This is an optimization exercise on Yosys and OpenROAD, whose aim is small area and a short achievable clock period, not a production implementation.
RTL that was checked went through simulation tests only; none was proved equivalent to the original.
Power and IR drop assume default switching activity.

## div_uu
module div_uu(clk, rst, ena, iready, z, d, q, s, div0, ovf, oready);
Size: about 15000 cells after synthesis, about 3200 flip-flops, ~170 I/O pins, ~160000 um2 of cells after synthesis.
clock: 5.5 ns
lec_check: 0
cap_margin: 20
core_margin: 2
core_utilization: 50
setup_slack_margin: 2.9
slew_margin: 20
synth_hierarchical: 1
synth_minimum_keep_size: 0
run.sh (not shown) runs the stock make flow with config.mk's settings and CLKGATE_MAP_FILE= SYNTH_SCRIPT=/design/flow/synth_recipe.tcl, a recipe that flattens the netlist after the stock synthesis.
The first run passed the timing, design-rule and antenna checks.
Rerun with:
==> flow/flow/run.sh (new file) <==
#!/bin/bash
# Standard layout, with one change: after the standard synthesis, every
# sky130_fd_sc_hd__a21oi_2 that synthesis picked for a gate module is set
# back to sky130_fd_sc_hd__a21oi_1 (same pins and function); the later
# repair steps size up again whatever timing needs.
set -euo pipefail
bash standard.sh synth > synth.log 2>&1
R=orfs/results/${FLOW_PLATFORM}/div_uu/base
grep -c 'sky130_fd_sc_hd__a21oi_2 ' "$R/1_2_yosys.v" > downsize.log || true
sed -i 's/\bsky130_fd_sc_hd__a21oi_2 /sky130_fd_sc_hd__a21oi_1 /' "$R/1_2_yosys.v"
grep -c 'sky130_fd_sc_hd__a21oi_1 ' "$R/1_2_yosys.v" >> downsize.log || true
rm -f "$R/1_synth.odb" "$R/1_synth.sdc"
bash standard.sh finish > finish.log 2>&1
==> flow/standard.sh (new file) <==
#!/bin/bash
# synth_recipe.tcl (not shown) runs the flow's synth.tcl, then flattens the netlist and writes it again
# the make line also repeats each setting of config.mk as NAME=value (left out here)
make -C /OpenROAD-flow-scripts/flow DESIGN_CONFIG=/design/flow/config.mk WORK_HOME=/design/flow/orfs CLKGATE_MAP_FILE= SYNTH_SCRIPT=/design/flow/synth_recipe.tcl "${@:-finish}"
removed: flow/run.sh
=>
- register-to-register slack stays flat
- sequential share of layout area is higher by 2.7 points
- die area fell by 4.2%
Rerun with:
- CORE_UTILIZATION: 50 -> 55
- CTS_CLUSTER_SIZE: unset -> 30
- SETUP_SLACK_MARGIN: 2.9 -> 3.0
After rerunning:
- utilization increases by 7.1 points
- combinational power rises by roughly a tenth
- clock power went up by a few percent
- clock skew is higher by 0.0094 ns
- cell count is lower slightly
- wire length came out higher by roughly a tenth
- fmax came out higher slightly
- critical path depth climbs by 8
- total power went up by a few percent
- hold slack got worse by 0.0058 ns
- non-clock buffer count rose by 208
No functional check of the RTL was part of any run of this note.

========
div_uu, a different RTL version from the one above (not shown whole).
For scale: ~170 I/O pins.
export LEC_CHECK = 0
export CAP_MARGIN = 20
export CORE_MARGIN = 2
export CORE_UTILIZATION = 55
export CTS_CLUSTER_SIZE = 30
export SETUP_SLACK_MARGIN = 3.0
export SLEW_MARGIN = 20
export SYNTH_HIERARCHICAL = 1
export SYNTH_MINIMUM_KEEP_SIZE = 0
create_clock -name core_clock -period 5.5 [get_ports {clk}]
standard.sh (not shown) runs the stock make flow with config.mk's settings and CLKGATE_MAP_FILE= SYNTH_SCRIPT=/design/flow/synth_recipe.tcl, a recipe that flattens the netlist after the stock synthesis.
==> flow/flow/run.sh <==
#!/bin/bash
# Standard layout, with one change: after the standard synthesis, every
# sky130_fd_sc_hd__a21oi_2 that synthesis picked for a gate module is set
# back to sky130_fd_sc_hd__a21oi_1 (same pins and function); the later
# repair steps size up again whatever timing needs.
set -euo pipefail
bash standard.sh synth > synth.log 2>&1
R=orfs/results/${FLOW_PLATFORM}/div_uu/base
grep -c 'sky130_fd_sc_hd__a21oi_2 ' "$R/1_2_yosys.v" > downsize.log || true
sed -i 's/\bsky130_fd_sc_hd__a21oi_2 /sky130_fd_sc_hd__a21oi_1 /' "$R/1_2_yosys.v"
grep -c 'sky130_fd_sc_hd__a21oi_1 ' "$R/1_2_yosys.v" >> downsize.log || true
rm -f "$R/1_synth.odb" "$R/1_synth.sdc"
bash standard.sh finish > finish.log 2>&1
Edit:
==> flow/run.sh (new file) <==
#!/bin/bash
# synth_recipe.tcl (not shown) runs the flow's synth.tcl, then flattens the netlist and writes it again
# the make line also repeats each setting of config.mk as NAME=value (left out here)
make -C /OpenROAD-flow-scripts/flow DESIGN_CONFIG=/design/flow/config.mk WORK_HOME=/design/flow/orfs CLKGATE_MAP_FILE= SYNTH_SCRIPT=/design/flow/synth_recipe.tcl finish
- CORE_UTILIZATION: 55 -> 50
- CTS_BUF_LIST: not set -> sky130_fd_sc_hd__clkbuf_8
- CTS_CLUSTER_SIZE: 30 -> not set
- SETUP_SLACK_MARGIN: 3.0 -> 2.7
removed: flow/flow/run.sh
removed: flow/standard.sh
Sequential power increases by about 1%.
Setup slack degrades by 0.17 ns.
Combinational power decreases by about 0.9%.
Power decreases by 2.7%.
Cell count increases by 2.2%.

========
v29:
Another version of the RTL of div_uu (not shown whole).
Size in the first run: about 14000 cells after synthesis, roughly 0.15 sq mm of cells after synthesis.
==> flow/config.mk <==
export PLATFORM = sky130hd
export DESIGN_NAME = div_uu
export DESIGN_NICKNAME = div_uu
export VERILOG_FILES = /design/flow/design.v
export SDC_FILE = /design/flow/constraint.sdc
export NUM_CORES = 4
export LEC_CHECK = 0
export CAP_MARGIN = 20
export CORE_MARGIN = 2
export CORE_UTILIZATION = 62
export SETUP_SLACK_MARGIN = 3.0
export SLEW_MARGIN = 20
export SYNTH_HIERARCHICAL = 1
export SYNTH_MINIMUM_KEEP_SIZE = 0
==> flow/constraint.sdc <==
create_clock -name core_clock -period 5.5 [get_ports {clk}]
set_input_delay 1.1000 -clock core_clock [delete_from_list [all_inputs] [get_ports {clk}]]
set_output_delay 1.1000 -clock core_clock [all_outputs]
set_load 0.01 [all_outputs]
==> flow/flow/run.sh <==
#!/bin/bash
# Standard layout, with one change: after the standard synthesis, the gate
# cells that synthesis sized up for each small gate module
# (sky130_fd_sc_hd__a21oi_2, mux2_4, nor2b_4) are set back to size 1 (same
# pins and function); the later repair steps size up again whatever timing
# needs.
set -euo pipefail
bash standard.sh synth > synth.log 2>&1
R=orfs/results/${FLOW_PLATFORM}/div_uu/base
for c in a21oi_2 mux2_4 nor2b_4; do
  echo "$c $(grep -c "sky130_fd_sc_hd__$c " "$R/1_2_yosys.v" || true)" >> downsize.log
done
sed -i -e 's/\bsky130_fd_sc_hd__a21oi_2 /sky130_fd_sc_hd__a21oi_1 /' \
       -e 's/\bsky130_fd_sc_hd__mux2_4 /sky130_fd_sc_hd__mux2_1 /' \
       -e 's/\bsky130_fd_sc_hd__nor2b_4 /sky130_fd_sc_hd__nor2b_1 /' "$R/1_2_yosys.v"
rm -f "$R/1_synth.odb" "$R/1_synth.sdc"
bash standard.sh finish > finish.log 2>&1
### v29 -> v33
-- flow/config.mk --
<<< v29, line 10
export CORE_UTILIZATION = 62
>>> v33, line 10
export CORE_UTILIZATION = 55
Notes after the runs:
- Area added between synthesis and finish: v33 vs v29 up 0.62 points
- Summary of the comparison: share of total power in combinational logic is lower in v33, relative to v29.
- Relative to v29, v33 improves worst setup slack.
- Fmax: v33 above v29
- Global-route wire length before repair for v33: 0.75% up relative to v29
#### Input delta (v31 over v33)
-- flow/config.mk --
<<< v33, line 11
export SETUP_SLACK_MARGIN = 3.0
>>> v31, line 11
export SETUP_SLACK_MARGIN = 3.2
Results
Of the two values seen for biggest power consumer among the groups, combinational logic was produced by v31 and registers by v33.
Compared with v33, v31 ends up with more cell area.
Comparing area added between synthesis and finish for v31 and v33, the bigger number came from v31.
Final net count was higher in v31 than in v33.
Setup slack was lower in v33 than in v31.

re-timing with driven ports:
The flow's constraints put no driver on any port. The routed layouts listed below were extracted and timed again, unchanged, in two steps. Step 1 (the two cells are an assumption about what drives the block):
set clk [get_ports {clk}]
set_driving_cell -lib_cell sky130_fd_sc_hd__clkbuf_16 $clk
set_driving_cell -lib_cell sky130_fd_sc_hd__buf_2 [delete_from_list [all_inputs] $clk]
Step 2 moves the port delays by t, midway between the first and last clock arrival at a register: inputs arrive t later, outputs are due t later. That takes back most of the time a late clock gives input paths. Slacks: ideal / step 1 / step 2; pairs: ideal / step 1.
run	t, ns	setup WS [ns]	worst hold slack (ns)	worst slew at a driven data input, ns	pins driven straight from the clock port
the first run of note 1	1.019	2.879 / 2.776 / 2.395	0.400 / 0.400 / 0.400	0.10	1
the second run of note 1	0.997	2.914 / 2.813 / 2.330	0.397 / 0.397 / 0.397	0.08	1
the third run of note 1	1.006	2.925 / 2.864 / 2.278	0.391 / 0.391 / 0.391	0.08	1
the first run of note 2	0.989	2.864 / 2.764 / 2.168	0.400 / 0.400 / 0.400	0.08	1
the second run of note 2	1.213	2.692 / 2.597 / 1.731	0.383 / 0.355 / 0.383	0.09	1
v29	1.024	2.965 / 2.876 / 2.065	0.371 / 0.304 / 0.371	0.08	1
v33	0.992	3.014 / 2.921 / 2.140	0.401 / 0.356 / 0.401	0.08	1
v31	0.993	3.023 / 2.930 / 2.319	0.391 / 0.314 / 0.397	0.08	1
After both steps every run listed still meets setup and hold. The setup slack of the second run of note 2, which loses most, moves by -0.095 ns with the drivers and by -0.961 ns with both steps.
